Source: an optimization exercise on an open RTL-to-GDS flow (aim: small area). Production flows keep margins and buffers that such runs may drop. Function was checked by simulation only, so behaviour that the tests miss may differ from the original. Power figures rest on the tool's default switching activity, not on a simulated workload.

<file path="config.mk">
export PLATFORM = sky130hd
export DESIGN_NAME = joltage
export DESIGN_NICKNAME = joltage
export VERILOG_FILES = /design/flow/design.v
export SDC_FILE = /design/flow/constraint.sdc
export NUM_CORES = 4
export LEC_CHECK = 0
export CAP_MARGIN = 20
export CORE_MARGIN = 2
export CORE_UTILIZATION = 60
export SLEW_MARGIN = 20
</file>
<file path="constraint.sdc">
create_clock -name core_clock -period 25.0 [get_ports {clk}]
set_input_delay 5.0000 -clock core_clock [delete_from_list [all_inputs] [get_ports {clk}]]
set_output_delay 5.0000 -clock core_clock [all_outputs]
set_load 0.01 [all_outputs]
</file>
<file path="design.v">
module joltage #(parameter int LENGTH = 100) (
    input logic clk, rst, start, data_valid,
    input logic [4*LENGTH-1:0] line_flat,
    output logic [15:0] joltage1_out,
    output logic [63:0] joltage2_out,
    output logic done
    );
    localparam int NB = 87;                    
    function automatic logic [3:0] half(input logic cin, input logic [3:0] d);
        half[0] = d[1] ^ cin;
        half[1] = d[2] ^ (cin & d[1]);
        half[2] = d[3] ^ (cin & ~(d[2] & d[1]));
        half[3] = cin & (d[3] | (d[2] & d[1]));
    endfunction
    function automatic logic ge(input logic [3:0] a, input logic [3:0] b);
        logic g3, g2, g1, e3, e2, e1;
        g3 = a[3] & ~b[3];  e3 = ~(a[3] ^ b[3]);
        g2 = a[2] & ~b[2];  e2 = ~(a[2] ^ b[2]);
        g1 = a[1] & ~b[1];  e1 = ~(a[1] ^ b[1]);
        ge = g3 | (e3 & (g2 | (e2 & (g1 | (e1 & (a[0] | ~b[0]))))));
    endfunction
    logic [2:0] q;            
    logic [7:0] sw;           
    logic run, clr, done_q;
    assign done = done_q;
    logic q0, q6, ph_r, ph_s, s_first, ph_d, ph_c, fin;
    assign q0      = (q == 3'd0);
    assign q6      = (q == 3'd6);
    assign ph_r    = run & (sw < 8'd10);
    assign ph_s    = run & (sw >= 8'd10) & (sw < 8'd98);
    assign s_first = (sw == 8'd10);
    assign ph_d    = run & (sw >= 8'd98) & (sw < 8'd138);
    assign ph_c    = run & (((sw >= 8'd138) & (sw < 8'd141)) | ((sw == 8'd141) & (q < 3'd3)));
    assign fin     = run & (sw == 8'd141) & (q == 3'd2);
    always_ff @(posedge clk) begin : ctrl
        if (data_valid) begin
            q  <= 3'd0;
            sw <= 8'd0;
        end else begin
            q  <= q6 ? 3'd0 : q + 3'd1;
            if (q6) sw <= sw + 8'd1;
        end
        if (rst) begin
            run    <= 1'b0;
            done_q <= 1'b0;
            clr    <= 1'b1;
        end else begin
            if (data_valid) run <= 1'b1;
            else if (fin) run <= 1'b0;
            if (start) done_q <= 1'b0;
            else if (fin) done_q <= 1'b1;
            if (fin) clr <= 1'b0;
        end
    end
    logic [3:0] buf_q [0:NB-1];
    genvar s;
    generate
        for (s = 0; s < NB; s++) begin : g_buf
            localparam int DIG = (25 * s + 35) % NB;
            always_ff @(posedge clk)
                buf_q[s] <= ~((line_flat[4*DIG +: 4] & {4{data_valid}}) |
                              (buf_q[(s + NB - 1) % NB] & {4{run}}));
        end
    endgenerate
    logic [3:0] x;            
    assign x = buf_q[NB-1] ^ {4{~sw[0]}};
    logic [7:0] rot [0:6];
    logic [3:0] prev;
    logic act;
    logic [3:0] h0, h1, pe, y_sel, o0, o1;
    logic ae, force_sh, e0, e1, cin;
    assign h0 = rot[0][3:0];
    assign h1 = rot[0][7:4];
    assign y_sel    = (ph_r | s_first) ? prev : x;
    assign pe       = q0 ? y_sel : prev;
    assign ae       = (q < 3'd2) | act;
    assign force_sh = ph_r & ~q0;
    assign e0       = (ph_r | ph_s) & ae & (force_sh | ge(pe, h0));
    assign e1       = e0 & (force_sh | ge(h0, h1));
    assign cin      = (q >= 3'd2) & prev[0];
    always_comb begin : unit
        if (ph_d) begin
            o0 = half(cin, h0);
            o1 = half(h0[0], h1);
        end else begin
            o0 = e0 ? pe : h0;
            o1 = e1 ? h0 : h1;
        end
    end
    always_ff @(posedge clk) begin : unit_seq
        if (data_valid)
            prev <= line_flat[4*97 +: 4];
        else
            prev <= q0 ? y_sel : h1;
        act <= e1;
    end
    genvar j;
    generate
        for (j = 0; j < 7; j++) begin : g_rot
            localparam int D0 = (j < 2) ? 98 : 83 + 2 * j;
            logic [7:0] nxt;
            if (j == 6) begin : g_tail
                assign nxt = {o1, o0};
            end else begin : g_mid
                assign nxt = rot[j+1];
            end
            always_ff @(posedge clk)
                rot[j] <= ({line_flat[4*(D0+1) +: 4], line_flat[4*D0 +: 4]} & {8{data_valid}}) |
                          (nxt & {8{run}});
        end
    endgenerate
    logic [15:0] j1;
    logic [63:0] j2;
    logic cy1, cy2, st1, st2, r1, r2, a1, a2, s1, s2, c1, c2;
    assign st1 = ph_d & q0 & (sw < 8'd114);
    assign st2 = (ph_d & q6) | ph_c;
    assign a1  = h1[0];
    assign a2  = ph_d & h1[0];
    assign r1  = j1[0] & ~clr;
    assign r2  = j2[0] & ~clr;
    assign s1  = r1 ^ a1 ^ cy1;
    assign s2  = r2 ^ a2 ^ cy2;
    assign c1  = (r1 & a1) | (r1 & cy1) | (a1 & cy1);
    assign c2  = (r2 & a2) | (r2 & cy2) | (a2 & cy2);
    always_ff @(posedge clk) begin : totals
        if (st1) j1 <= {s1, j1[15:1]};
        if (st2) j2 <= {s2, j2[63:1]};
        if (data_valid) begin
            cy1 <= 1'b0;
            cy2 <= 1'b0;
        end else begin
            if (st1) cy1 <= c1;
            if (st2) cy2 <= c2;
        end
    end
    assign joltage1_out = j1;
    assign joltage2_out = j2;
endmodule
</file>
<file path="flow/run.sh">
#!/bin/bash
# The standard layout (standard.sh), with two changes:
#  - port buffers are buf_1 instead of the default clkdlybuf4s50_1;
#  - the clock tree uses clkbuf_8 buffers, each driving up to 14 registers,
#    and no dummy loads.
export BUFFER_PORTS_ARGS="-buffer_cell sky130_fd_sc_hd__buf_1"
export CTS_ARGS="-sink_clustering_enable -repair_clock_nets -dont_use_dummy_load -buf_list {sky130_fd_sc_hd__clkbuf_8} -sink_clustering_size 14 -sink_clustering_max_diameter 50"
bash standard.sh > standard.log 2>&1
</file>
<file path="standard.sh">
#!/bin/bash
# synth_recipe.tcl (not shown) runs the flow's synth.tcl, then flattens the netlist and writes it again
# the make line also repeats each setting of config.mk as NAME=value (left out here)
make -C /OpenROAD-flow-scripts/flow DESIGN_CONFIG=/design/flow/config.mk WORK_HOME=/design/flow/orfs CLKGATE_MAP_FILE= SYNTH_SCRIPT=/design/flow/synth_recipe.tcl "${@:-finish}"
</file>
==> tab_implementation.tex, run 1 <==
\begin{tabular}{lr}
\hline
Metric & Value \\
\hline
\multicolumn{2}{l}{\textbf{Yosys}} \\
\quad Fraction of registers with async set or reset after synthesis & 0\% \\
\quad Part of the Yosys area used for sequential elements & 69.1\% \\
\quad Number of flops mapped to enable cells by yosys & 80 \\
\quad Area of the mapped netlist & 0.0158 mm² \\
\quad Main flop type after synthesis & dfxtp\_1 \\
\quad Seq cells post-synth & 505 \\
\quad Count of yosys warnings during synthesis & 3 \\
\quad Post-synthesis instance total & 1213 \\
\quad Synthesized netlist net count & 1634 \\
\quad Distinct cells, synth & 54 \\
\quad Avg Cell Area, Syn & 13.0 µm² \\
\multicolumn{2}{l}{\textbf{Flow run}} \\
\quad Max-capacitance violation count & 0 \\
\multicolumn{2}{l}{\textbf{Cells and area}} \\
\quad Total non-filler cell area in the finished layout & 0.0184 mm² \\
\quad Proportion of layout cells with a drive suffix above 1 & 4.07\% \\
\quad Area Growth Syn to Fin & 16.5\% \\
\quad Final non-filler cell total & 1993 \\
\quad Fin nets & 2070 \\
\multicolumn{2}{l}{\textbf{STA}} \\
\quad Worst path setup slack after routing & 18.20 ns \\
\quad Final worst-path cycle share & 27.2\% \\
\quad Fin crit period & 6.80 ns \\
\quad Fin Clk Skew & 0.0754 ns \\
\quad Setup TNS after final layout & 0 ns \\
\quad Maximum clock rate & 0.147 GHz \\
\quad Actual slew at the worst max-slew pin & 1.00 ns \\
\quad Final setup violating endpoints & 0 \\
\quad Final Slew Violations & 0 \\
\quad Final Hold Viols & 0 \\
\quad Setup repair after global routing missed its margin & no \\
\quad Relative slew slack & 33.3\% \\
\multicolumn{2}{l}{\textbf{Setup path}} \\
\quad Bufs and invs on worst path & 2 \\
\quad Cell family with most CP delay & buffers and inverters \\
\quad Crit-path max cell delay & 0.74 ns \\
\quad Crit path arrival time & 7.23 ns \\
\quad Class of the most critical setup path & in -> reg \\
\quad Critical-path top delay cell & clkbuf\_4 \\
\quad Worst path cell trace & clkbuf\_4 > buf\_12 > and2\_1 > a2111oi\_0 > and3\_1 > nor3\_1 \\
\quad CP endpoint kind & flop \\
\quad Kind of start point of the critical path & primary input \\
\quad CP max FO & 239 \\
\quad Endpoint required time on the critical path & 25.42 ns \\
\multicolumn{2}{l}{\textbf{Placed design}} \\
\quad Final GP Congestion & 0.875 \\
\quad Dpl ws & 17.63 ns \\
\quad Number of placed instances with taps included & 1937 \\
\quad Cell area after placement & 0.0177 mm² \\
\quad HPWL after detailed placement & 26.5 mm \\
\quad Number of I/O port buffers & 484 \\
\multicolumn{2}{l}{\textbf{Global routing}} \\
\quad Pin count of the biggest net entering global routing & 240 \\
\quad Global-route congestion overflow total & 0 \\
\quad Via count of the first global-routing pass & 11100 \\
\quad GRT Total Usage & 26.9\% \\
\quad Number of antenna violations at the first check in global routing & 19 \\
\quad Wire length of the first global-routing pass & 58.9 mm \\
\multicolumn{2}{l}{\textbf{Power}} \\
\quad P\_leak & 6.84 nW \\
\quad Ratio of total power to cell area & 77.4 mW/mm² \\
\quad Maximum vdd drop & 0.0630 mV \\
\multicolumn{2}{l}{\textbf{Floorplan}} \\
\quad Area of the core region & 0.0260 mm² \\
\quad Die ar. & 0.0276 mm² \\
\quad \# IOs & 485 \\
\quad Count of standard-cell rows & 59 \\
\quad Starting Density & 60.8\% \\
\quad X dimension of the die & 166 µm \\
\quad DIE HEIGHT & 166 µm \\
\multicolumn{2}{l}{\textbf{CTS}} \\
\quad Clock tree from TritonCTS & done \\
\quad Clock-pin slew reported for the worst setup and hold paths after clock tree synthesis & 0.08 ns \\
\quad Post-cts sizing count & 0 \\
\quad H-tree depth & 2 \\
\quad Post-CTS Repair Setup Buffers & 0 \\
\quad Hold buffer count at cts & 0 \\
\quad Clock buffer count from CTS & 43 \\
\quad Root Driver & clkbuf\_8 \\
\quad Number of sinks driven by the clock tree & 505 \\
\quad Maximum buffer depth of the clock tree & 3 \\
\quad Later-pin clock latency in the skew report & 0.57 ns \\
\multicolumn{2}{l}{\textbf{Drt}} \\
\quad Number of DRC violations after detailed routing & 0 \\
\quad Per-cell via count in the routed design & 5.68 \\
\quad Drt first-iter violations & 1003 \\
\quad TritonRoute pass-1 iters & 5 \\
\quad Post-Route WL & 38.4 mm \\
\quad Total vias in the final route & 11300 \\
\quad Remaining number of nets flagged by the antenna check after routing & 0 \\
\quad Final routed wire length divided by cell count & 19.3 µm \\
\multicolumn{2}{l}{\textbf{Min path}} \\
\quad Hold Crit Class & reg -> reg \\
\multicolumn{2}{l}{\textbf{Outcome}} \\
\quad Run status & finished clean \\
\hline
\end{tabular}
-- flip-flops by register name, indices dropped and copies added (netlist names), 3 cells and up --
| name | flops |
|---|---|
| buf_q | 348 |
| j2 | 64 |
| rot | 56 |
| j1 | 16 |
| sw | 8 |
| prev | 4 |
| q | 3 |
-- area by class of cell --
class	instances	area, µm²
sequential	505	10900
fill	2051	7590
multi-input combinational	588	4420
timing repair buffer	493	1950
clock buffer	43	592
tap	335	419
inverter	18	67.6
antenna	11	27.5
-- cell families after synthesis --
| family | synth area share [%] |
|---|---|
| buf+inv | 2.96 |
| fa+ha+maj | 1.44 |
| simple gates | 2.61 |
| compound gates | 22.6 |
| flops | 69.1 |
| mux | 0.444 |
| xor+xnor | 0.832 |
-- per-layer routing --
layer,vias to the layer above,routed length [µm],GRT usage (%)
li1,5465,-,-
met1,5340,15200,32.6
met2,411,18500,44.4
met3,97,3270,8.79
met4,16,1390,11.1
met5,-,110,0
-- synthesized netlist by cell type (all sizes together), types with 5 or more instances --
library cell	instances	area share (%)
and3	6	0.27
nor2	22	0.52
mux2i	7	0.44
nor3	6	0.19
dfxtp	425	54
nand2	12	0.29
inv	18	0.43
edfxtp	80	15
a21oi	11	0.35
clkbuf	98	2.3
nand3	6	0.19
ha	15	1.2
o21ai	14	0.47
a21o	8	0.38
xnor2	8	0.44
a211oi	11	0.52
a2111oi	6	0.35
a22oi	348	17
nand2b	5	0.20
xor2	7	0.39
and2	8	0.33
a22o	49	2.7
o31ai	5	0.24
-- path summary, 6_finish.rpt --
| kind | startpoint | endpoint | slack (ns) | cells past startpoint |
|---|---|---|---|---|
| worst max register to register | sw[0] | rot[6][4] | 21.42 | 12 |
| worst min-delay path | buf_q[80][1] | buf_q[81][1] | 0.39 | 1 |
| worst max-delay path | data_valid | rot[6][3] | 18.20 | 6 |
| worst min register to register | buf_q[80][1] | buf_q[81][1] | 0.39 | 1 |
-- metrics by stage --
stage	total power, mW	hold WS [ns]	utilization [%]
2_1_floorplan	1.00	0.390	-
3_3_place_gp	1.05	0.390	68.2
3_5_place_dp	1.05	0.396	68.2
4_1_cts	1.43	0.388	70.5
5_1_grt	1.49	0.393	70.8
6_report	1.42	0.388	70.8
-- power breakdown --
group / switching [mW] / total (mW) / internal [mW]
sequential: 0.0251 / 0.913 / 0.888
clock: 0.236 / 0.390 / 0.154
combinational: 0.0605 / 0.120 / 0.0598
total: 0.321 / 1.42 / 1.10
-- layout by cell type, fill, tap and decap left out, types with 5 or more instances in the layout --
cell type,netlist,routed
xor2_1,7,7
a22oi_1,348,348
o31ai_1,5,5
nand3_1,6,6
xnor2_1,8,8
dfxtp_1,425,424
o21ai_0,12,12
and2_1,6,6
edfxtp_1,80,80
diode_2,0,11
nor3_1,6,6
nand2_1,12,12
a22o_1,49,48
buf_1,1,483
clkbuf_8,0,43
ha_1,15,15
a21oi_1,11,11
buf_4,0,5
inv_1,18,18
a211oi_1,11,11
nand2b_1,5,5
mux2i_1,7,7
nor2_1,22,22
a21o_1,8,8
==> run 2: changes to the inputs <==
==> flow/run.sh (replaced) <==
#!/bin/bash
# The standard layout (standard.sh), with two changes:
#  - port buffers are buf_1 instead of the default clkdlybuf4s50_1;
#  - the clock tree uses clkbuf_4 buffers, each driving up to 8 registers,
#    and no dummy loads.
export BUFFER_PORTS_ARGS="-buffer_cell sky130_fd_sc_hd__buf_1"
export CTS_ARGS="-sink_clustering_enable -repair_clock_nets -dont_use_dummy_load -buf_list {sky130_fd_sc_hd__clkbuf_4} -sink_clustering_size 8 -sink_clustering_max_diameter 40"
bash standard.sh > standard.log 2>&1
==> tab_implementation.tex, run 2 <==
\begin{tabular}{lr}
\hline
Metric & Value \\
\hline
\multicolumn{2}{l}{\textbf{Yosys}} \\
\quad Post-synthesis instance total & 1213 \\
\quad Cell types with the largest area share after synthesis & dfxtp\_1 (54\%), a22oi\_1 (17\%), edfxtp\_1 (15\%), a22o\_1 (2.7\%), clkbuf\_1 (2.3\%) \\
\quad Leading cell type by number of instances after synthesis & dfxtp\_1 \\
\quad Distinct cells, synth & 54 \\
\quad Share of the synthesized area in the top cell type & 53.9\% \\
\quad Biggest area consumer among synthesized cells & dfxtp\_1 \\
\quad Main flop type after synthesis & dfxtp\_1 \\
\quad Synthesized netlist net count & 1634 \\
\quad List of most frequent post-synthesis cells & dfxtp\_1 (425), a22oi\_1 (348), clkbuf\_1 (97) \\
\quad Count of yosys warnings during synthesis & 3 \\
\quad Seq cells post-synth & 505 \\
\quad Avg Cell Area, Syn & 13.0 µm² \\
\quad Part of the Yosys area used for sequential elements & 69.1\% \\
\quad Fraction of registers with async set or reset after synthesis & 0\% \\
\quad Area of the mapped netlist & 0.0158 mm² \\
\quad Number of flops mapped to enable cells by yosys & 80 \\
\multicolumn{2}{l}{\textbf{CTS}} \\
\quad Maximum buffer depth of the clock tree & 3 \\
\quad Hold buffer count at cts & 0 \\
\quad Later-pin clock latency in the skew report & 0.68 ns \\
\quad Clock buffer count from CTS & 74 \\
\quad Number of sinks driven by the clock tree & 505 \\
\quad Clock tree from TritonCTS & done \\
\quad Post-CTS Repair Setup Buffers & 0 \\
\quad Post-cts sizing count & 0 \\
\quad Root Driver & clkbuf\_4 \\
\quad Clock-pin slew reported for the worst setup and hold paths after clock tree synthesis & 0.09 ns \\
\quad H-tree depth & 3 \\
\multicolumn{2}{l}{\textbf{Setup path}} \\
\quad Launching element of the worst setup path & data\_valid \\
\quad Reg2Reg Setup Slack & 21.39 ns \\
\quad Worst r2r dst & rot[6][3] \\
\quad Crit path arrival time & 7.23 ns \\
\quad R2r startpoint & sw[0] \\
\quad Class of the most critical setup path & in -> reg \\
\quad CP max FO & 239 \\
\quad Endpoint required time on the critical path & 25.53 ns \\
\quad Depth of the worst register-to-register path & 12 \\
\quad End point of the critical path & rot[6][3] \\
\quad CP endpoint kind & flop \\
\quad Kind of start point of the critical path & primary input \\
\multicolumn{2}{l}{\textbf{Global routing}} \\
\quad Pin count of the biggest net entering global routing & 240 \\
\quad Wire length of the first global-routing pass & 59.8 mm \\
\quad Number of antenna violations at the first check in global routing & 21 \\
\quad Via count of the first global-routing pass & 11300 \\
\quad GRT Total Usage & 27.3\% \\
\quad Global-route congestion overflow total & 0 \\
\multicolumn{2}{l}{\textbf{STA}} \\
\quad Fin crit period & 6.70 ns \\
\quad Final worst-path cycle share & 26.8\% \\
\quad Actual slew at the worst max-slew pin & 1.01 ns \\
\quad Maximum clock rate & 0.149 GHz \\
\quad Setup repair after global routing missed its margin & no \\
\quad Setup TNS after final layout & 0 ns \\
\quad WHS & 0.376 ns \\
\quad Relative slew slack & 32.9\% \\
\quad Final Hold Viols & 0 \\
\quad Fin Clk Skew & 0.0730 ns \\
\quad Final setup violating endpoints & 0 \\
\quad Final Slew Violations & 0 \\
\quad Worst path setup slack after routing & 18.30 ns \\
\multicolumn{2}{l}{\textbf{Power}} \\
\quad Ratio of total power to cell area & 77.0 mW/mm² \\
\quad P\_leak & 6.87 nW \\
\quad Maximum vdd drop & 0.0500 mV \\
\quad Post-layout total power & 1.41 mW \\
\multicolumn{2}{l}{\textbf{Cells and area}} \\
\quad Layout fillers & 2066 \\
\quad Fin nets & 2101 \\
\quad Largest registers ranked by flip-flop count & buf\_q: 348 flops, j2: 64 flops, rot: 56 flops \\
\quad Final non-filler cell total & 2026 \\
\quad Most common cell after layout, fill and taps aside & buf\_1 \\
\quad Flip-flop count of the largest register, all copies and words added & 348 \\
\quad Most used cells in the layout excluding fill and tap cells & buf\_1 (483), dfxtp\_1 (424), a22oi\_1 (348) \\
\quad Core Util, Final & 70.7\% \\
\quad Total non-filler cell area in the finished layout & 0.0184 mm² \\
\quad Area Growth Syn to Fin & 16.3\% \\
\quad Proportion of layout cells with a drive suffix above 1 & 5.84\% \\
\quad Most flop-heavy register & buf\_q \\
\multicolumn{2}{l}{\textbf{Floorplan}} \\
\quad Area of the core region & 0.0260 mm² \\
\quad DIE HEIGHT & 166 µm \\
\quad Die ar. & 0.0276 mm² \\
\quad Count of standard-cell rows & 59 \\
\quad Starting Density & 60.8\% \\
\quad X dimension of the die & 166 µm \\
\quad \# IOs & 485 \\
\multicolumn{2}{l}{\textbf{Drt}} \\
\quad Number of DRC violations after detailed routing & 0 \\
\quad Final routed wire length divided by cell count & 19.2 µm \\
\quad Per-cell via count in the routed design & 5.71 \\
\quad Drt first-iter violations & 949 \\
\quad Total vias in the final route & 11600 \\
\quad Post-Route WL & 38.9 mm \\
\quad TritonRoute pass-1 iters & 5 \\
\quad Remaining number of nets flagged by the antenna check after routing & 0 \\
\multicolumn{2}{l}{\textbf{Placed design}} \\
\quad Final GP Congestion & 0.875 \\
\quad Number of I/O port buffers & 484 \\
\quad Number of placed instances with taps included & 1937 \\
\quad Cell area after placement & 0.0177 mm² \\
\quad Dpl ws & 17.63 ns \\
\quad HPWL after detailed placement & 26.5 mm \\
\multicolumn{2}{l}{\textbf{Min path}} \\
\quad Hold Crit Class & reg -> reg \\
\multicolumn{2}{l}{\textbf{Outcome}} \\
\quad Run status & finished clean \\
\multicolumn{2}{l}{\textbf{Flow run}} \\
\quad Max-capacitance violation count & 0 \\
\hline
\end{tabular}
[run 2: cell count changes in the layout (fill, tap and decap cells not counted), sizes merged]
cell / change
clkbuf: +31
diode: +2
[run 2: area by class of cell]
| cell class | count | area, µm² | area share (%) |
|---|---|---|---|
| flip-flops and latches | 505 | 10900 | 59.4 |
| repair buffers | 493 | 1950 | 10.6 |
| multi-input cells | 588 | 4420 | 24.1 |
| inverters | 18 | 67.6 | 0.368 |
| well taps | 335 | 419 | 2.28 |
| clock buffers | 74 | 556 | 3.03 |
| diodes | 13 | 32.5 | 0.177 |
[run 2: logic make-up (layout without fill, tap and decap cells)]
logic type / Yosys count / after routing / synth area share (%)
simple gates: 78 / 78 / 2.61
flops: 505 / 505 / 69.1
compound gates: 471 / 471 / 22.6
buf+inv: 120 / 585 / 2.96
fa+ha+maj: 17 / 17 / 1.44
xor+xnor: 15 / 15 / 0.832
other cells: 0 / 13 / 0
mux: 7 / 7 / 0.444
[run 2: report_power, final]
group,switching [mW],internal [mW]
sequential,0.0251,0.888
combinational,0.0607,0.0597
clock,0.244,0.137
total,0.330,1.08
[run 2: routing by layer]
layer	share of wire [%]	vias up	wire length, µm	GRT usage (%)
met5	0.28	-	110	0
met4	4.2	16	1630	14.1
met3	8.7	124	3380	9.58
met2	48	462	18600	44.0
met1	39	5419	15200	32.7
li1	-	5552	-	-
[run 2: how the worst min path moves through the flow]
stage | startpoint | to | slack (ns) | depth (start not counted)
final | buf_q[78][3] | buf_q[79][3] | 0.38 | 1
after global routing | buf_q[42][3] | buf_q[43][3] | 0.39 | 1
after CTS | buf_q[78][3] | buf_q[79][3] | 0.37 | 1
after detailed placement | buf_q[32][1] | buf_q[33][1] | 0.40 | 1
after global placement | buf_q[64][0] | buf_q[65][0] | 0.39 | 1
after floorplan | buf_q[9][0] | buf_q[10][0] | 0.39 | 1
[run 2: worst max-delay path, cell delays in order]
cell and delay (ns):
clkbuf_4 0.74, buf_12 0.74, and2_1 0.29, a2111oi_0 0.07, and3_1 0.20, nor3_1 0.15
==> run 3: changes to the inputs <==
--- a/design.v
+++ b/design.v
@@ -23,19 +23,21 @@
     logic [7:0] sw;           
     logic run, clr, done_q;
     assign done = done_q;
-    logic q0, q6, ph_r, ph_s, s_first, ph_d, ph_c, fin;
+    logic q0, q6, ph_r, ph_s, s_first, ph_d, ph_c, fin, d_hi, c_last;
     assign q0      = (q == 3'd0);
     assign q6      = (q == 3'd6);
-    assign ph_r    = run & (sw < 8'd10);
-    assign ph_s    = run & (sw >= 8'd10) & (sw < 8'd98);
-    assign s_first = (sw == 8'd10);
-    assign ph_d    = run & (sw >= 8'd98) & (sw < 8'd138);
-    assign ph_c    = run & (((sw >= 8'd138) & (sw < 8'd141)) | ((sw == 8'd141) & (q < 3'd3)));
-    assign fin     = run & (sw == 8'd141) & (q == 3'd2);
+    assign d_hi    = sw[7] & sw[6] & (sw[5] | (sw[4] & sw[3]));
+    assign ph_r    = run & ~sw[7] & sw[6];
+    assign ph_s    = run & sw[7] & ~d_hi;
+    assign s_first = (sw == 8'd128);
+    assign ph_d    = run & d_hi;
+    assign c_last  = sw[1] & sw[0];
+    assign ph_c    = run & ~sw[7] & ~sw[6] & ~(c_last & (q >= 3'd3));
+    assign fin     = run & ~sw[7] & ~sw[6] & c_last & (q == 3'd2);
     always_ff @(posedge clk) begin : ctrl
         if (data_valid) begin
             q  <= 3'd0;
-            sw <= 8'd0;
+            sw <= 8'd118;
         end else begin
             q  <= q6 ? 3'd0 : q + 3'd1;
             if (q6) sw <= sw + 8'd1;
@@ -57,9 +59,15 @@
     generate
         for (s = 0; s < NB; s++) begin : g_buf
             localparam int DIG = (25 * s + 35) % NB;
-            always_ff @(posedge clk)
-                buf_q[s] <= ~((line_flat[4*DIG +: 4] & {4{data_valid}}) |
-                              (buf_q[(s + NB - 1) % NB] & {4{run}}));
+            if (s == 0 || s % 2 == 1) begin : g_gated
+                always_ff @(posedge clk)
+                    buf_q[s] <= ~((line_flat[4*DIG +: 4] | {4{~data_valid}}) &
+                                  (buf_q[(s + NB - 1) % NB] | {4{~run}}));
+            end else begin : g_free
+                always_ff @(posedge clk)
+                    buf_q[s] <= ~((line_flat[4*DIG +: 4] & {4{data_valid}}) |
+                                  buf_q[s - 1]);
+            end
         end
     endgenerate
     logic [3:0] x;            
@@ -79,7 +87,7 @@
     assign e1       = e0 & (force_sh | ge(h0, h1));
     assign cin      = (q >= 3'd2) & prev[0];
     always_comb begin : unit
-        if (ph_d) begin
+        if (ph_d & (~q0 | (sw[7:4] == 4'b1110))) begin
             o0 = half(cin, h0);
             o1 = half(h0[0], h1);
         end else begin
@@ -112,7 +120,7 @@
     logic [15:0] j1;
     logic [63:0] j2;
     logic cy1, cy2, st1, st2, r1, r2, a1, a2, s1, s2, c1, c2;
-    assign st1 = ph_d & q0 & (sw < 8'd114);
+    assign st1 = ph_d & q0 & (sw[7:4] == 4'b1110);
     assign st2 = (ph_d & q6) | ph_c;
     assign a1  = h1[0];
     assign a2  = ph_d & h1[0];
==> flow/run.sh (replaced) <==
#!/bin/bash
# The standard layout (standard.sh), with two changes:
#  - port buffers are buf_1 instead of the default clkdlybuf4s50_1;
#  - the clock tree uses clkbuf_4 buffers, each driving up to 11 registers,
#    and no dummy loads.
export BUFFER_PORTS_ARGS="-buffer_cell sky130_fd_sc_hd__buf_1"
export CTS_ARGS="-sink_clustering_enable -repair_clock_nets -dont_use_dummy_load -buf_list {sky130_fd_sc_hd__clkbuf_4} -sink_clustering_size 11 -sink_clustering_max_diameter 45"
bash standard.sh > standard.log 2>&1
--- a/config.mk
+++ b/config.mk
@@ -7,5 +7,5 @@
 export LEC_CHECK = 0
 export CAP_MARGIN = 20
 export CORE_MARGIN = 2
-export CORE_UTILIZATION = 60
+export CORE_UTILIZATION = 76
 export SLEW_MARGIN = 20
==> tab_implementation.tex, run 3 <==
\begin{tabular}{lr}
\hline
Metric & Value \\
\hline
\multicolumn{2}{l}{\textbf{Setup path}} \\
\quad Endpoint required time on the critical path & 25.53 ns \\
\quad Class of the most critical setup path & in -> reg \\
\quad CP endpoint kind & flop \\
\quad Cell family with most CP delay & buffers and inverters \\
\quad CP max FO & 95 \\
\quad Worst path cell trace & clkbuf\_4 > inv\_6 > buf\_4 > o22ai\_1 \\
\quad Crit-path max cell delay & 0.81 ns \\
\quad Critical-path top delay cell & buf\_4 \\
\quad Bufs and invs on worst path & 3 \\
\quad Kind of start point of the critical path & primary input \\
\quad Crit path arrival time & 7.38 ns \\
\multicolumn{2}{l}{\textbf{Flow run}} \\
\quad Max-capacitance violation count & 0 \\
\multicolumn{2}{l}{\textbf{Placed design}} \\
\quad Number of I/O port buffers & 484 \\
\quad Number of placed instances with taps included & 1844 \\
\quad Final GP Congestion & 0.886 \\
\quad HPWL after detailed placement & 28.7 mm \\
\multicolumn{2}{l}{\textbf{Floorplan}} \\
\quad Die ar. & 0.0207 mm² \\
\quad X dimension of the die & 144 µm \\
\quad DIE HEIGHT & 144 µm \\
\quad Count of standard-cell rows & 51 \\
\quad \# IOs & 485 \\
\quad Starting Density & 76.8\% \\
\quad Area of the core region & 0.0193 mm² \\
\multicolumn{2}{l}{\textbf{Yosys}} \\
\quad Main flop type after synthesis & dfxtp\_1 \\
\quad Share of the synthesized area in the top cell type & 57.3\% \\
\quad Post-synthesis instance total & 1165 \\
\quad Cell types with the largest area share after synthesis & dfxtp\_1 (57\%), edfxtp\_1 (16\%), o22ai\_1 (7.4\%), a21oi\_1 (6.3\%), a22o\_1 (2.9\%) \\
\quad Leading cell type by number of instances after synthesis & dfxtp\_1 \\
\quad Count of yosys warnings during synthesis & 3 \\
\quad List of most frequent post-synthesis cells & dfxtp\_1 (425), a21oi\_1 (187), o22ai\_1 (176) \\
\quad Biggest area consumer among synthesized cells & dfxtp\_1 \\
\quad Fraction of registers with async set or reset after synthesis & 0\% \\
\quad Part of the Yosys area used for sequential elements & 73.5\% \\
\quad Area of the mapped netlist & 0.0148 mm² \\
\quad Number of flops mapped to enable cells by yosys & 80 \\
\quad Seq cells post-synth & 505 \\
\quad Avg Cell Area, Syn & 12.7 µm² \\
\quad Synthesized netlist net count & 1585 \\
\quad Distinct cells, synth & 50 \\
\multicolumn{2}{l}{\textbf{Drt}} \\
\quad Remaining number of nets flagged by the antenna check after routing & 0 \\
\quad Final routed wire length divided by cell count & 21.5 µm \\
\quad Total vias in the final route & 11500 \\
\quad TritonRoute pass-1 iters & 6 \\
\quad Per-cell via count in the routed design & 6.01 \\
\quad Number of DRC violations after detailed routing & 0 \\
\quad Post-Route WL & 41.0 mm \\
\quad Drt first-iter violations & 1042 \\
\multicolumn{2}{l}{\textbf{STA}} \\
\quad Fin Clk Skew & 0.0395 ns \\
\quad Fin crit period & 6.84 ns \\
\quad Maximum clock rate & 0.146 GHz \\
\quad Relative slew slack & 31.8\% \\
\quad Final worst-path cycle share & 27.4\% \\
\quad Final setup violating endpoints & 0 \\
\quad Final Slew Violations & 0 \\
\quad Final Hold Viols & 0 \\
\quad Setup repair after global routing missed its margin & no \\
\quad Setup TNS after final layout & 0 ns \\
\quad Actual slew at the worst max-slew pin & 1.02 ns \\
\multicolumn{2}{l}{\textbf{Min path}} \\
\quad Hold Crit Class & reg -> reg \\
\multicolumn{2}{l}{\textbf{Power}} \\
\quad Sequential share of power & 67.7\% \\
\quad Ratio of total power to cell area & 78.8 mW/mm² \\
\quad Clock network fraction of design power & 23.9\% \\
\quad Post-layout total power & 1.35 mW \\
\quad P\_leak & 6.27 nW \\
\quad Net switching power of the design & 0.317 mW \\
\quad Design internal power & 1.04 mW \\
\quad Part of the power in combinational logic & 8.4\% \\
\quad Maximum vdd drop & 0.0651 mV \\
\quad Switching power share of the total & 23.4\% \\
\multicolumn{2}{l}{\textbf{Global routing}} \\
\quad GR met2 Demand/Resource & 61.5\% \\
\quad Via count of the first global-routing pass & 11500 \\
\quad Pin count of the biggest net entering global routing & 115 \\
\quad GRT Total Usage & 37.9\% \\
\quad Number of antenna violations at the first check in global routing & 8 \\
\quad Met1 track utilization from global routing & 42.7\% \\
\quad Wire length of the first global-routing pass & 59.1 mm \\
\quad GR Util met3 & 12.5\% \\
\quad Layer with the highest usage after global routing & met2 \\
\quad Global-route congestion overflow total & 0 \\
\multicolumn{2}{l}{\textbf{CTS}} \\
\quad Post-CTS Repair Setup Buffers & 0 \\
\quad H-tree depth & 2 \\
\quad Number of sinks driven by the clock tree & 505 \\
\quad Root Driver & clkbuf\_4 \\
\quad Clock tree from TritonCTS & done \\
\quad Clock-pin slew reported for the worst setup and hold paths after clock tree synthesis & 0.11 ns \\
\quad Post-cts sizing count & 0 \\
\quad Later-pin clock latency in the skew report & 0.70 ns \\
\quad Clock buffer count from CTS & 51 \\
\quad Maximum buffer depth of the clock tree & 3 \\
\quad Hold buffer count at cts & 0 \\
\multicolumn{2}{l}{\textbf{Cells and area}} \\
\quad Area Growth Syn to Fin & 15.8\% \\
\quad Layout fillers & 928 \\
\quad Final non-filler cell total & 1908 \\
\quad Most flop-heavy register & buf\_q \\
\quad Largest registers ranked by flip-flop count & buf\_q: 348 flops, j2: 64 flops, rot: 56 flops \\
\quad Proportion of layout cells with a drive suffix above 1 & 4.36\% \\
\quad Most used cells in the layout excluding fill and tap cells & buf\_1 (483), dfxtp\_1 (424), a21oi\_1 (187) \\
\quad FF+latch area & 0.0109 mm² \\
\quad Flip-flop count of the largest register, all copies and words added & 348 \\
\quad Most common cell after layout, fill and taps aside & buf\_1 \\
\quad Fin nets & 2052 \\
\quad Combined area of the multi-input logic cells & 0.00358 mm² \\
\multicolumn{2}{l}{\textbf{Outcome}} \\
\quad Run status & finished clean \\
\hline
\end{tabular}
[run 3: worst register-to-register path, cell delays in order (launching register included)]
cell and delay [ns]:
dfxtp_2 0.33, buf_4 0.52, and3b_1 0.37, a31o_1 0.41, nor2_1 0.20, mux2_2 0.35
ha_1 0.32, a221oi_1 0.45, o31ai_4 0.16, o21ai_2 0.30, mux2_4 0.33, a221o_1 0.33
[run 3: area by class of cell]
class	count	share of cell area, %
clock buffers	51	2.23
diodes	13	0.189
inverters	18	0.451
repair buffers	491	10.9
well taps	265	1.93
multi-input cells	565	20.8
flip-flops and latches	505	63.5
[run 3: routing by layer]
| layer | vias up | routed length, µm | share of wire [%] |
|---|---|---|---|
| met5 | - | 0 | 0 |
| met4 | 0 | 2630 | 6.4 |
| met3 | 184 | 4270 | 10 |
| met2 | 684 | 19800 | 48 |
| met1 | 5378 | 14300 | 35 |
| li1 | 5217 | - | - |
[run 3: kinds of logic after synthesis]
logic type | share of synthesized area (%)
compound gates | 18.6
xor+xnor | 0.767
fa+ha+maj | 1.45
buf+inv | 2.47
flops | 73.5
mux | 0.733
simple gates | 2.52
[run 3: through the flow]
step	hold slack [ns]	instance area, µm²	utilization (%)	setup WS, ns
after floorplan	0.365	14800	-	18.98
after global placement	0.366	16800	86.7	17.54
after detailed placement	0.368	16800	86.7	17.50
after CTS	0.378	17200	88.7	18.22
after global routing	0.393	17200	88.9	18.03
final	0.377	17200	88.9	18.16
[run 3: final timing paths]
kind | from | depth (start not counted) | endpoint | slack [ns]
worst min-delay path | buf_q[63][3] | 1 | buf_q[64][3] | 0.38
worst max-delay path | data_valid | 4 | buf_q[29][2] | 18.16
worst max register to register | run | 11 | rot[6][3] | 20.82
worst min register to register | buf_q[63][3] | 1 | buf_q[64][3] | 0.38
[run 3: power by group through the flow]
stage / logic [mW] / registers, mW / clock network, mW
2_1_floorplan: 0.0701 / 0.923 / 0
3_3_place_gp: 0.102 / 0.931 / 0
3_5_place_dp: 0.110 / 0.933 / 0
4_1_cts: 0.111 / 0.916 / 0.325
5_1_grt: 0.124 / 0.922 / 0.356
6_report: 0.113 / 0.917 / 0.324
==> run 4: changes to the inputs <==
==> flow/run.sh (replaced) <==
#!/bin/bash
# The standard layout (standard.sh), with two changes:
#  - port buffers are buf_1 instead of the default clkdlybuf4s50_1;
#  - the clock tree uses clkbuf_4 buffers, each driving up to 11 registers,
#    and no dummy loads.
export BUFFER_PORTS_ARGS="-buffer_cell sky130_fd_sc_hd__buf_1"
export CTS_ARGS="-sink_clustering_enable -repair_clock_nets -dont_use_dummy_load -buf_list {sky130_fd_sc_hd__clkbuf_4} -sink_clustering_size 11 -sink_clustering_max_diameter 32"
bash standard.sh > standard.log 2>&1
--- a/config.mk
+++ b/config.mk
@@ -7,5 +7,5 @@
 export LEC_CHECK = 0
 export CAP_MARGIN = 20
 export CORE_MARGIN = 2
-export CORE_UTILIZATION = 76
+export CORE_UTILIZATION = 72
 export SLEW_MARGIN = 20
==> tab_implementation.tex, run 4 <==
\begin{tabular}{lr}
\hline
Metric & Value \\
\hline
\multicolumn{2}{l}{\textbf{STA}} \\
\quad Setup repair after global routing missed its margin & no \\
\quad Final Slew Violations & 0 \\
\quad Setup TNS after final layout & 0 ns \\
\quad Relative slew slack & 29.2\% \\
\quad Fin Clk Skew & 0.0817 ns \\
\quad Maximum clock rate & 0.142 GHz \\
\quad Actual slew at the worst max-slew pin & 1.06 ns \\
\quad Final worst-path cycle share & 28.2\% \\
\quad Final Hold Viols & 0 \\
\quad Fin crit period & 7.06 ns \\
\quad WHS & 0.355 ns \\
\quad Final setup violating endpoints & 0 \\
\multicolumn{2}{l}{\textbf{Yosys}} \\
\quad Post-synthesis compound-gate area fraction & 18.6\% \\
\quad List of most frequent post-synthesis cells & dfxtp\_1 (425), a21oi\_1 (187), o22ai\_1 (176) \\
\quad Seq cells post-synth & 505 \\
\quad Part of the Yosys area used for sequential elements & 73.5\% \\
\quad Share of the synthesized area in the top cell type & 57.3\% \\
\quad Post-synthesis instance total & 1165 \\
\quad Proportion of synthesized area in mux cells & 0.733\% \\
\quad Main flop type after synthesis & dfxtp\_1 \\
\quad Simple-gate share of the synthesized area & 2.52\% \\
\quad Fraction of registers with async set or reset after synthesis & 0\% \\
\quad Area of the mapped netlist & 0.0148 mm² \\
\quad Leading cell type by number of instances after synthesis & dfxtp\_1 \\
\quad Avg Cell Area, Syn & 12.7 µm² \\
\quad Adder and majority cell fraction of the synthesized area & 1.45\% \\
\quad Biggest area consumer among synthesized cells & dfxtp\_1 \\
\quad Synthesized netlist net count & 1585 \\
\quad Cell types with the largest area share after synthesis & dfxtp\_1 (57\%), edfxtp\_1 (16\%), o22ai\_1 (7.4\%), a21oi\_1 (6.3\%), a22o\_1 (2.9\%) \\
\quad Area share of xor/xnor cells in the synthesized design & 0.767\% \\
\quad Count of yosys warnings during synthesis & 3 \\
\quad Number of flops mapped to enable cells by yosys & 80 \\
\quad Distinct cells, synth & 50 \\
\quad Largest family of logic cells by synthesized area & compound AO/OA/AOI/OAI gates \\
\multicolumn{2}{l}{\textbf{Cells and area}} \\
\quad Most common cell after layout, fill and taps aside & buf\_1 \\
\quad Layout fillers & 1171 \\
\quad Most flop-heavy register & buf\_q \\
\quad Area Growth Syn to Fin & 16.2\% \\
\quad Largest registers ranked by flip-flop count & buf\_q: 348 flops, j2: 64 flops, rot: 56 flops \\
\quad Proportion of layout cells with a drive suffix above 1 & 4.71\% \\
\quad Most used cells in the layout excluding fill and tap cells & buf\_1 (483), dfxtp\_1 (424), a21oi\_1 (187) \\
\quad Fin nets & 2058 \\
\quad Combined area of the multi-input logic cells & 0.00358 mm² \\
\quad Flip-flop count of the largest register, all copies and words added & 348 \\
\quad Total non-filler cell area in the finished layout & 0.0172 mm² \\
\quad Core Util, Final & 85.2\% \\
\quad FF+latch area & 0.0109 mm² \\
\multicolumn{2}{l}{\textbf{Drt}} \\
\quad Remaining number of nets flagged by the antenna check after routing & 0 \\
\quad Per-cell via count in the routed design & 5.85 \\
\quad Drt first-iter violations & 1002 \\
\quad Total vias in the final route & 11200 \\
\quad Final routed wire length divided by cell count & 20.6 µm \\
\quad Post-Route WL & 39.5 mm \\
\quad TritonRoute pass-1 iters & 5 \\
\quad Number of DRC violations after detailed routing & 0 \\
\multicolumn{2}{l}{\textbf{Setup path}} \\
\quad CP endpoint kind & flop \\
\quad CP max FO & 99 \\
\quad Class of the most critical setup path & in -> reg \\
\quad Endpoint required time on the critical path & 25.53 ns \\
\quad Crit-path most repeated cell & buf\_4 \\
\quad Critical-path top delay cell & buf\_4 \\
\quad Worst path cell trace & clkbuf\_4 > buf\_4 > buf\_4 > a21oi\_1 \\
\quad Crit path arrival time & 7.59 ns \\
\quad Kind of start point of the critical path & primary input \\
\quad Cell family with most CP delay & buffers and inverters \\
\quad Bufs and invs on worst path & 3 \\
\quad Crit-path max cell delay & 0.87 ns \\
\multicolumn{2}{l}{\textbf{Placed design}} \\
\quad Final GP Congestion & 0.953 \\
\quad Number of I/O port buffers & 484 \\
\quad HPWL after detailed placement & 28.2 mm \\
\quad Cell area after placement & 0.0168 mm² \\
\multicolumn{2}{l}{\textbf{CTS}} \\
\quad Clock buffer count from CTS & 57 \\
\quad Hold buffer count at cts & 0 \\
\quad Later-pin clock latency in the skew report & 0.70 ns \\
\quad Root Driver & clkbuf\_4 \\
\quad Number of sinks driven by the clock tree & 505 \\
\quad Post-CTS Repair Setup Buffers & 0 \\
\quad Clock-pin slew reported for the worst setup and hold paths after clock tree synthesis & 0.11 ns \\
\quad Maximum buffer depth of the clock tree & 3 \\
\quad Post-cts sizing count & 0 \\
\quad H-tree depth & 2 \\
\quad Clock tree from TritonCTS & done \\
\multicolumn{2}{l}{\textbf{Floorplan}} \\
\quad Area of the core region & 0.0202 mm² \\
\quad DIE HEIGHT & 148 µm \\
\quad Starting Density & 73.4\% \\
\quad Die ar. & 0.0218 mm² \\
\quad \# IOs & 485 \\
\quad X dimension of the die & 148 µm \\
\quad Count of standard-cell rows & 52 \\
\multicolumn{2}{l}{\textbf{Flow run}} \\
\quad Max-capacitance violation count & 0 \\
\multicolumn{2}{l}{\textbf{Global routing}} \\
\quad Via count of the first global-routing pass & 11300 \\
\quad GR Util met3 & 10.4\% \\
\quad GRT Total Usage & 35.5\% \\
\quad Global-route congestion overflow total & 0 \\
\quad GR met2 Demand/Resource & 59.0\% \\
\quad Wire length of the first global-routing pass & 59.5 mm \\
\quad Pin count of the biggest net entering global routing & 113 \\
\quad Number of antenna violations at the first check in global routing & 7 \\
\quad Layer with the highest usage after global routing & met2 \\
\quad Met1 track utilization from global routing & 42.0\% \\
\multicolumn{2}{l}{\textbf{Power}} \\
\quad P\_leak & 6.30 nW \\
\quad Ratio of total power to cell area & 79.1 mW/mm² \\
\quad Maximum vdd drop & 0.0568 mV \\
\quad Post-layout total power & 1.36 mW \\
\multicolumn{2}{l}{\textbf{Outcome}} \\
\quad Run status & finished clean \\
\multicolumn{2}{l}{\textbf{Min path}} \\
\quad Hold Crit Class & reg -> reg \\
\hline
\end{tabular}
run 4: cell counts after synthesis:
No cell type changed its count.
run 4: kinds of logic after synthesis:
group / count (synthesis)
flip-flops: 505
adder cells (fa/ha/maj): 16
AO/OA/AOI/OAI: 450
XOR/XNOR: 13
buffers and inverters: 95
AND/OR/NAND/NOR: 76
multiplexers: 10
run 4: final cells by class:
cell class | instances | share of cell area, %
Multi-Input combinational cell | 565 | 20.8
Inverter | 18 | 0.450
Timing Repair Buffer | 491 | 10.9
Antenna cell | 12 | 0.174
Sequential cell | 505 | 63.3
Tap cell | 270 | 1.96
Clock buffer | 57 | 2.48
run 4: power breakdown:
part           leakage [nW]  switching, mW  internal (mW)  total, mW
Combinational          1.80         0.0591         0.0527      0.112
Sequential             4.24         0.0251          0.890      0.915
Clock                 0.262          0.233          0.105      0.337
run 4: metal layers:
layer	up-vias	share of wire (%)
met5	-	0
met4	0	4.8
met3	126	10
met2	583	49
met1	5276	36
li1	5232	-
run 4: worst reg2reg max path, delay by kind of cell, from the launching register on:
kind	cells	cell delay, ns
AND/OR/NAND/NOR	2	0.56
flip-flops	1	0.33
AO/OA/AOI/OAI	5	1.59
adder cells (fa/ha/maj)	1	0.32
buffers and inverters	1	0.51
multiplexers	2	0.68
run 4: final timing paths:
check	start	to	slack [ns]	cells after the start
worst min register to register	buf_q[21][1]	buf_q[22][1]	0.35	1
worst max-delay path	data_valid	buf_q[10][0]	17.94	4
worst max register to register	run	rot[6][3]	20.90	11
worst min-delay path	buf_q[21][1]	buf_q[22][1]	0.35	1
run 4: stage by stage:
step           std cells  setup slack (ns)
2_1_floorplan       1165             18.98
3_3_place_gp        1849             17.35
3_5_place_dp        1849             17.28
4_1_cts             1906             18.04
5_1_grt             1914             17.78
6_report            1918             17.94
==> run 5: changes to the inputs <==
==> flow/run.sh (replaced) <==
#!/bin/bash
# The standard layout (standard.sh), with two changes:
#  - port buffers are buf_1 instead of the default clkdlybuf4s50_1;
#  - the clock tree uses clkbuf_4 buffers, each driving up to 9 registers,
#    and no dummy loads.
export BUFFER_PORTS_ARGS="-buffer_cell sky130_fd_sc_hd__buf_1"
export CTS_ARGS="-sink_clustering_enable -repair_clock_nets -dont_use_dummy_load -buf_list {sky130_fd_sc_hd__clkbuf_4} -sink_clustering_size 9 -sink_clustering_max_diameter 45"
bash standard.sh > standard.log 2>&1
--- a/config.mk
+++ b/config.mk
@@ -7,5 +7,5 @@
 export LEC_CHECK = 0
 export CAP_MARGIN = 20
 export CORE_MARGIN = 2
-export CORE_UTILIZATION = 72
+export CORE_UTILIZATION = 60
 export SLEW_MARGIN = 20
==> tab_implementation.tex, run 5 <==
\begin{tabular}{lr}
\hline
Metric & Value \\
\hline
\multicolumn{2}{l}{\textbf{STA}} \\
\quad Fin crit period & 6.93 ns \\
\quad Worst path setup slack after routing & 18.07 ns \\
\quad Setup TNS after final layout & 0 ns \\
\quad WHS & 0.350 ns \\
\quad Final Hold Viols & 0 \\
\quad Relative slew slack & 32.0\% \\
\quad Maximum clock rate & 0.144 GHz \\
\quad Final Slew Violations & 0 \\
\quad Fin Clk Skew & 0.0629 ns \\
\quad Setup repair after global routing missed its margin & no \\
\quad Final worst-path cycle share & 27.7\% \\
\quad Final setup violating endpoints & 0 \\
\quad Actual slew at the worst max-slew pin & 1.02 ns \\
\multicolumn{2}{l}{\textbf{Placed design}} \\
\quad Number of I/O port buffers & 484 \\
\quad Dpl ws & 17.50 ns \\
\quad HPWL after detailed placement & 26.2 mm \\
\quad Final GP Congestion & 0.883 \\
\multicolumn{2}{l}{\textbf{Drt}} \\
\quad Total vias in the final route & 11000 \\
\quad Remaining number of nets flagged by the antenna check after routing & 0 \\
\quad Post-Route WL & 38.1 mm \\
\quad Number of DRC violations after detailed routing & 0 \\
\quad Per-cell via count in the routed design & 5.53 \\
\quad Final routed wire length divided by cell count & 19.2 µm \\
\quad Drt first-iter violations & 869 \\
\quad TritonRoute pass-1 iters & 7 \\
\multicolumn{2}{l}{\textbf{Floorplan}} \\
\quad X dimension of the die & 161 µm \\
\quad DIE HEIGHT & 161 µm \\
\quad Die ar. & 0.0260 mm² \\
\quad Starting Density & 61.0\% \\
\quad \# IOs & 485 \\
\quad Area of the core region & 0.0243 mm² \\
\quad Count of standard-cell rows & 57 \\
\multicolumn{2}{l}{\textbf{Yosys}} \\
\quad Synthesized netlist net count & 1585 \\
\quad Cell types with the largest area share after synthesis & dfxtp\_1 (57\%), edfxtp\_1 (16\%), o22ai\_1 (7.4\%), a21oi\_1 (6.3\%), a22o\_1 (2.9\%) \\
\quad Count of yosys warnings during synthesis & 3 \\
\quad Leading cell type by number of instances after synthesis & dfxtp\_1 \\
\quad Post-synthesis instance total & 1165 \\
\quad Part of the Yosys area used for sequential elements & 73.5\% \\
\quad Distinct cells, synth & 50 \\
\quad Seq cells post-synth & 505 \\
\quad List of most frequent post-synthesis cells & dfxtp\_1 (425), a21oi\_1 (187), o22ai\_1 (176) \\
\quad Fraction of registers with async set or reset after synthesis & 0\% \\
\quad Number of flops mapped to enable cells by yosys & 80 \\
\quad Main flop type after synthesis & dfxtp\_1 \\
\quad Area of the mapped netlist & 0.0148 mm² \\
\quad Biggest area consumer among synthesized cells & dfxtp\_1 \\
\quad Avg Cell Area, Syn & 12.7 µm² \\
\quad Share of the synthesized area in the top cell type & 57.3\% \\
\multicolumn{2}{l}{\textbf{CTS}} \\
\quad Clock-pin slew reported for the worst setup and hold paths after clock tree synthesis & 0.09 ns \\
\quad Later-pin clock latency in the skew report & 0.67 ns \\
\quad Clock buffer count from CTS & 66 \\
\quad Number of sinks driven by the clock tree & 505 \\
\quad Maximum buffer depth of the clock tree & 3 \\
\quad Post-cts sizing count & 0 \\
\quad Root Driver & clkbuf\_4 \\
\quad Hold buffer count at cts & 0 \\
\quad Post-CTS Repair Setup Buffers & 0 \\
\quad H-tree depth & 3 \\
\quad Clock tree from TritonCTS & done \\
\multicolumn{2}{l}{\textbf{Setup path}} \\
\quad Depth of the worst register-to-register path & 11 \\
\quad Reg2Reg Setup Slack & 21.14 ns \\
\quad End point of the critical path & rot[6][7] \\
\quad Launching element of the worst setup path & data\_valid \\
\quad Endpoint required time on the critical path & 25.53 ns \\
\quad Class of the most critical setup path & in -> reg \\
\quad CP max FO & 98 \\
\quad Worst r2r dst & rot[6][3] \\
\quad Kind of start point of the critical path & primary input \\
\quad Crit path arrival time & 7.46 ns \\
\quad R2r startpoint & sw[0] \\
\quad CP endpoint kind & flop \\
\multicolumn{2}{l}{\textbf{Power}} \\
\quad Maximum vdd drop & 0.0542 mV \\
\quad Design internal power & 1.06 mW \\
\quad Post-layout total power & 1.38 mW \\
\quad Sequential share of power & 66.1\% \\
\quad Net switching power of the design & 0.319 mW \\
\quad Clock network fraction of design power & 26.1\% \\
\quad Switching power share of the total & 23.1\% \\
\quad P\_leak & 6.35 nW \\
\quad Ratio of total power to cell area & 79.6 mW/mm² \\
\quad Part of the power in combinational logic & 7.8\% \\
\multicolumn{2}{l}{\textbf{Min path}} \\
\quad Hold Crit Class & reg -> reg \\
\multicolumn{2}{l}{\textbf{Cells and area}} \\
\quad FF+latch area & 0.0109 mm² \\
\quad Combined area of the multi-input logic cells & 0.00358 mm² \\
\quad Most common cell after layout, fill and taps aside & buf\_1 \\
\quad Core Util, Final & 71.5\% \\
\quad Largest registers ranked by flip-flop count & buf\_q: 348 flops, j2: 64 flops, rot: 56 flops \\
\quad Flip-flop count of the largest register, all copies and words added & 348 \\
\quad Layout fillers & 1962 \\
\quad Area Growth Syn to Fin & 17.2\% \\
\quad Fin nets & 2068 \\
\quad Most used cells in the layout excluding fill and tap cells & buf\_1 (483), dfxtp\_1 (424), a21oi\_1 (187) \\
\quad Proportion of layout cells with a drive suffix above 1 & 5.29\% \\
\quad Most flop-heavy register & buf\_q \\
\multicolumn{2}{l}{\textbf{Outcome}} \\
\quad Run status & finished clean \\
\multicolumn{2}{l}{\textbf{Flow run}} \\
\quad Max-capacitance violation count & 0 \\
\multicolumn{2}{l}{\textbf{Global routing}} \\
\quad Number of antenna violations at the first check in global routing & 16 \\
\quad Wire length of the first global-routing pass & 57.2 mm \\
\quad Global-route congestion overflow total & 0 \\
\quad Via count of the first global-routing pass & 10700 \\
\quad GRT Total Usage & 28.5\% \\
\quad Pin count of the biggest net entering global routing & 110 \\
\hline
\end{tabular}
run 5: cell counts after synthesis:
Identical to the previous run, type by type.
run 5: final cells by class:
type                       count  share of cell area [%]
sequential                   505                    62.7
multi-input combinational    565                    20.6
timing repair buffer         492                    10.8
clock buffer                  66                    2.85
tap                          324                    2.33
inverter                      18                   0.446
antenna                       15                   0.216
run 5: power by group through the flow:
stage	logic, mW	clock network (mW)	registers, mW
finish	0.108	0.361	0.914
global route	0.121	0.403	0.921
CTS	0.108	0.370	0.914
detailed placement	0.108	0	0.931
global placement	0.104	0	0.932
floorplan	0.0701	0	0.923
run 5: worst min path at each step:
stage	startpoint	end	depth (start not counted)	slack, ns
floorplan	buf_q[9][0]	buf_q[10][0]	1	0.37
global placement	buf_q[57][1]	buf_q[58][1]	1	0.37
detailed placement	buf_q[9][1]	buf_q[10][1]	1	0.37
CTS	buf_q[9][2]	buf_q[10][2]	1	0.35
global route	buf_q[9][2]	buf_q[10][2]	1	0.35
finish	buf_q[61][3]	buf_q[62][3]	1	0.35
run 5: critical path, cell delays in order:
cell and delay, ns:
clkbuf_4 0.10, buf_4 0.67, buf_4 0.92, nand2_1 0.19, and3_1 0.25, a221oi_1 0.21
run 5: cells by family (layout without fill, tap and decap cells):
family / Yosys count / after routing / synth area share, %
xor gates and xnor gates: 13 / 13 / 0.767
adders and majority gates: 16 / 16 / 1.45
DFF: 505 / 505 / 73.5
and+or+nand+nor: 76 / 76 / 2.52
AOI/OAI and AO/OA: 450 / 450 / 18.6
muxes: 10 / 10 / 0.733
other: 0 / 15 / 0
buffers and inverters: 95 / 576 / 2.47
run 5: metal layers:
layer  share of wire (%)  wire length, µm  vias to the layer above  GRT usage [%]
met2                  48            18200                      428           45.7
met5                0.14               53                        -              0
li1                    -                -                     5273              -
met4                 4.2             1590                        8           15.2
met3                 8.8             3360                      110           10.0
met1                  39            14900                     5152           33.9
run 5: per-stage QoR:
step	cell area [µm²]	cells
CTS	17300	1970
detailed placement	16900	1904
finish	17400	1985
floorplan	14800	1165
global route	17400	1979
global placement	16900	1904
==> run 6: changes to the inputs <==
==> flow/run.sh (replaced) <==
#!/bin/bash
# The standard layout (standard.sh), with two changes:
#  - port buffers are buf_1 instead of the default clkdlybuf4s50_1;
#  - the clock tree uses clkbuf_4 buffers, each driving up to 10 registers,
#    and no dummy loads.
export BUFFER_PORTS_ARGS="-buffer_cell sky130_fd_sc_hd__buf_1"
export CTS_ARGS="-sink_clustering_enable -repair_clock_nets -dont_use_dummy_load -buf_list {sky130_fd_sc_hd__clkbuf_4} -sink_clustering_size 10 -sink_clustering_max_diameter 45"
bash standard.sh > standard.log 2>&1
--- a/config.mk
+++ b/config.mk
@@ -5,7 +5,8 @@
 export SDC_FILE = /design/flow/constraint.sdc
 export NUM_CORES = 4
 export LEC_CHECK = 0
-export CAP_MARGIN = 20
+export CAP_MARGIN = 10
 export CORE_MARGIN = 2
 export CORE_UTILIZATION = 60
-export SLEW_MARGIN = 20
+export GPL_TIMING_DRIVEN = 0
+export SLEW_MARGIN = 10
==> tab_implementation.tex, run 6 <==
\begin{tabular}{lr}
\hline
Metric & Value \\
\hline
\multicolumn{2}{l}{\textbf{Global routing}} \\
\quad Global-route congestion overflow total & 0 \\
\quad Pin count of the biggest net entering global routing & 35 \\
\quad Number of antenna violations at the first check in global routing & 21 \\
\quad GRT Total Usage & 29.6\% \\
\quad Wire length of the first global-routing pass & 59.2 mm \\
\quad Via count of the first global-routing pass & 11300 \\
\multicolumn{2}{l}{\textbf{Placed design}} \\
\quad Number of I/O port buffers & 484 \\
\quad Final GP Congestion & 0.895 \\
\quad HPWL after detailed placement & 29.3 mm \\
\quad Dpl ws & 18.01 ns \\
\quad Cell area after placement & 0.0171 mm² \\
\multicolumn{2}{l}{\textbf{Floorplan}} \\
\quad Area of the core region & 0.0243 mm² \\
\quad DIE HEIGHT & 161 µm \\
\quad Starting Density & 61.0\% \\
\quad Die ar. & 0.0260 mm² \\
\quad \# IOs & 485 \\
\quad Count of standard-cell rows & 57 \\
\quad X dimension of the die & 161 µm \\
\multicolumn{2}{l}{\textbf{Cells and area}} \\
\quad Most used cells in the layout excluding fill and tap cells & buf\_1 (487), dfxtp\_1 (425), a21oi\_1 (187) \\
\quad Area Growth Syn to Fin & 18.6\% \\
\quad Proportion of layout cells with a drive suffix above 1 & 4.27\% \\
\quad Total non-filler cell area in the finished layout & 0.0176 mm² \\
\quad Largest registers ranked by flip-flop count & buf\_q: 348 flops, j2: 64 flops, rot: 56 flops \\
\quad Fin nets & 2131 \\
\quad Flip-flop count of the largest register, all copies and words added & 348 \\
\quad Most flop-heavy register & buf\_q \\
\quad Core Util, Final & 72.4\% \\
\quad Most common cell after layout, fill and taps aside & buf\_1 \\
\multicolumn{2}{l}{\textbf{Min path}} \\
\quad Cell count of the worst hold path & 1 \\
\quad Hold Crit Endpoint & buf\_q[82][2] \\
\quad Hold Path Origin & buf\_q[81][2] \\
\quad Hold Crit Class & reg -> reg \\
\multicolumn{2}{l}{\textbf{Yosys}} \\
\quad Avg Cell Area, Syn & 12.7 µm² \\
\quad Fraction of registers with async set or reset after synthesis & 0\% \\
\quad List of most frequent post-synthesis cells & dfxtp\_1 (425), a21oi\_1 (187), o22ai\_1 (176) \\
\quad Distinct cells, synth & 50 \\
\quad Share of the synthesized area in the top cell type & 57.3\% \\
\quad Part of the Yosys area used for sequential elements & 73.5\% \\
\quad Count of yosys warnings during synthesis & 3 \\
\quad Post-synthesis instance total & 1165 \\
\quad Leading cell type by number of instances after synthesis & dfxtp\_1 \\
\quad Seq cells post-synth & 505 \\
\quad Synthesized netlist net count & 1585 \\
\quad Number of flops mapped to enable cells by yosys & 80 \\
\quad Main flop type after synthesis & dfxtp\_1 \\
\quad Area of the mapped netlist & 0.0148 mm² \\
\quad Biggest area consumer among synthesized cells & dfxtp\_1 \\
\quad Cell types with the largest area share after synthesis & dfxtp\_1 (57\%), edfxtp\_1 (16\%), o22ai\_1 (7.4\%), a21oi\_1 (6.3\%), a22o\_1 (2.9\%) \\
\multicolumn{2}{l}{\textbf{STA}} \\
\quad Fin Clk Skew & 0.128 ns \\
\quad Setup repair after global routing missed its margin & no \\
\quad Maximum clock rate & 0.159 GHz \\
\quad Final Hold Viols & 0 \\
\quad Fin crit period & 6.28 ns \\
\quad Final Slew Violations & 0 \\
\quad Final setup violating endpoints & 0 \\
\quad Actual slew at the worst max-slew pin & 0.710 ns \\
\quad Final worst-path cycle share & 25.1\% \\
\quad Relative slew slack & 52.7\% \\
\quad Worst path setup slack after routing & 18.72 ns \\
\quad Setup TNS after final layout & 0 ns \\
\multicolumn{2}{l}{\textbf{Drt}} \\
\quad Number of DRC violations after detailed routing & 0 \\
\quad Drt first-iter violations & 665 \\
\quad Per-cell via count in the routed design & 5.49 \\
\quad TritonRoute pass-1 iters & 8 \\
\quad Final routed wire length divided by cell count & 19.3 µm \\
\quad Post-Route WL & 39.7 mm \\
\quad Remaining number of nets flagged by the antenna check after routing & 0 \\
\quad Total vias in the final route & 11300 \\
\multicolumn{2}{l}{\textbf{Setup path}} \\
\quad Crit-path max cell delay & 0.43 ns \\
\quad Class of the most critical setup path & reg -> out \\
\quad Kind of start point of the critical path & flop \\
\quad Reg2Reg Setup Slack & 21.22 ns \\
\quad Depth of the worst register-to-register path & 13 \\
\quad Critical-path top delay cell & edfxtp\_1 \\
\quad Worst r2r dst & rot[6][3] \\
\quad Bufs and invs on worst path & 1 \\
\quad CP max FO & 2 \\
\quad Endpoint required time on the critical path & 20.00 ns \\
\quad Cell family with most CP delay & flip-flops \\
\quad Crit path arrival time & 1.28 ns \\
\quad CP endpoint kind & primary output \\
\quad R2r startpoint & sw[0] \\
\quad Worst path cell trace & buf\_1 \\
\multicolumn{2}{l}{\textbf{CTS}} \\
\quad Clock-pin slew reported for the worst setup and hold paths after clock tree synthesis & 0.11 ns \\
\quad Post-cts sizing count & 0 \\
\quad Clock tree from TritonCTS & done \\
\quad Clock buffer count from CTS & 57 \\
\quad Later-pin clock latency in the skew report & 0.73 ns \\
\quad Number of sinks driven by the clock tree & 505 \\
\quad H-tree depth & 2 \\
\quad Root Driver & clkbuf\_4 \\
\quad Post-CTS Repair Setup Buffers & 0 \\
\quad Maximum buffer depth of the clock tree & 3 \\
\quad Hold buffer count at cts & 0 \\
\multicolumn{2}{l}{\textbf{Flow run}} \\
\quad Max-capacitance violation count & 0 \\
\multicolumn{2}{l}{\textbf{Power}} \\
\quad P\_leak & 6.38 nW \\
\quad Maximum vdd drop & 0.0555 mV \\
\quad Ratio of total power to cell area & 77.8 mW/mm² \\
\quad Post-layout total power & 1.37 mW \\
\multicolumn{2}{l}{\textbf{Outcome}} \\
\quad Run status & finished clean \\
\hline
\end{tabular}
-- run 6: cell counts after synthesis --
Identical to the previous run, type by type.
-- run 6: power by group --
group	internal (mW)	switching (mW)	total, mW
clock network	0.105	0.237	0.342
logic	0.0544	0.0593	0.114
registers	0.890	0.0235	0.914
-- run 6: kinds of logic after synthesis --
group	after synthesis	synth area share (%)
XOR/XNOR	13	0.767
flip-flops	505	73.5
adder cells (fa/ha/maj)	16	1.45
AO/OA/AOI/OAI	450	18.6
buffers and inverters	95	2.47
AND/OR/NAND/NOR	76	2.52
multiplexers	10	0.733
-- run 6: layer usage --
layer / GRT usage [%] / routed length (µm) / share of wire, %
met1: 34.0 / 15000 / 38
met2: 47.7 / 19100 / 48
met3: 11.0 / 3690 / 9.3
met5: 0 / 62 / 0.16
met4: 17.1 / 1880 / 4.7
-- run 6: layout make-up --
cell class	instances	area, µm²
multi-input combinational	565	3580
timing repair buffer	487	1860
fill	1910	6710
inverter	18	67.6
clock buffer	57	428
antenna	22	55.1
sequential	505	10900
tap	324	405
buffer	77	299
-- run 6: worst max-delay path by stage --
| stage | startpoint | endpoint | slack (ns) | depth (start not counted) |
|---|---|---|---|---|
| 2_1_floorplan | data_valid | buf_q[30][1] | 18.98 | 4 |
| 3_3_place_gp | data_valid | buf_q[78][2] | 17.97 | 5 |
| 3_5_place_dp | data_valid | buf_q[68][1] | 18.01 | 5 |
| 4_1_cts | j1[12] | joltage1_out[12] | 18.65 | 1 |
| 5_1_grt | j1[12] | joltage1_out[12] | 18.63 | 1 |
| 6_report | j1[12] | joltage1_out[12] | 18.72 | 1 |
-- run 6: metrics by stage --
stage / instances / hold slack, ns
after floorplan: 1165 / 0.365
after global placement: 1973 / 0.366
after detailed placement: 1976 / 0.368
after CTS: 2033 / 0.367
after global routing: 2045 / 0.362
final: 2055 / 0.356

==> afterwards: timing with drivers on the ports <==
How much do the figures lean on ideal ports? The routed layouts below were timed once more, with nothing changed but the port constraints.
Step 1: set_driving_cell puts a clkbuf_16 on clk and a buf_2 on each other input, an assumption about the parent block.
Step 2 adds t to the input delays and takes it off the output delays; t is the mean of the earliest and latest rising clock arrival at the registers after step 1. Input paths then give back, and output paths get back, about the clock's delay inside the block.
Three values: ideal ports, drivers, drivers and shift; two values: the first two.
| run | t, ns | slack for setup (ns) | worst setup path after step 2 | slew at the worst register clock pin (ns) | worst slew at a driven data input, ns |
|---|---|---|---|---|---|
| run 1 | 0.584 | 18.196 / 18.214 / 17.630 | input to register | 0.09 / 0.09 | 0.10 |
| run 2 | 0.694 | 18.301 / 18.318 / 17.625 | input to register | 0.09 / 0.09 | 0.10 |
| run 3 | 0.725 | 18.155 / 18.180 / 17.455 | input to register | 0.12 / 0.12 | 0.15 |
| run 4 | 0.710 | 17.938 / 17.960 / 17.250 | input to register | 0.12 / 0.12 | 0.10 |
| run 5 | 0.697 | 18.069 / 18.090 / 17.393 | input to register | 0.10 / 0.10 | 0.12 |
| run 6 | 0.716 | 18.724 / 18.675 / 18.010 | input to register | 0.12 / 0.12 | 0.13 |
After both steps setup and hold are still met in every run listed. The setup slack of run 6, which loses most, moves by -0.049 ns with the drivers and by -0.714 ns with both steps.
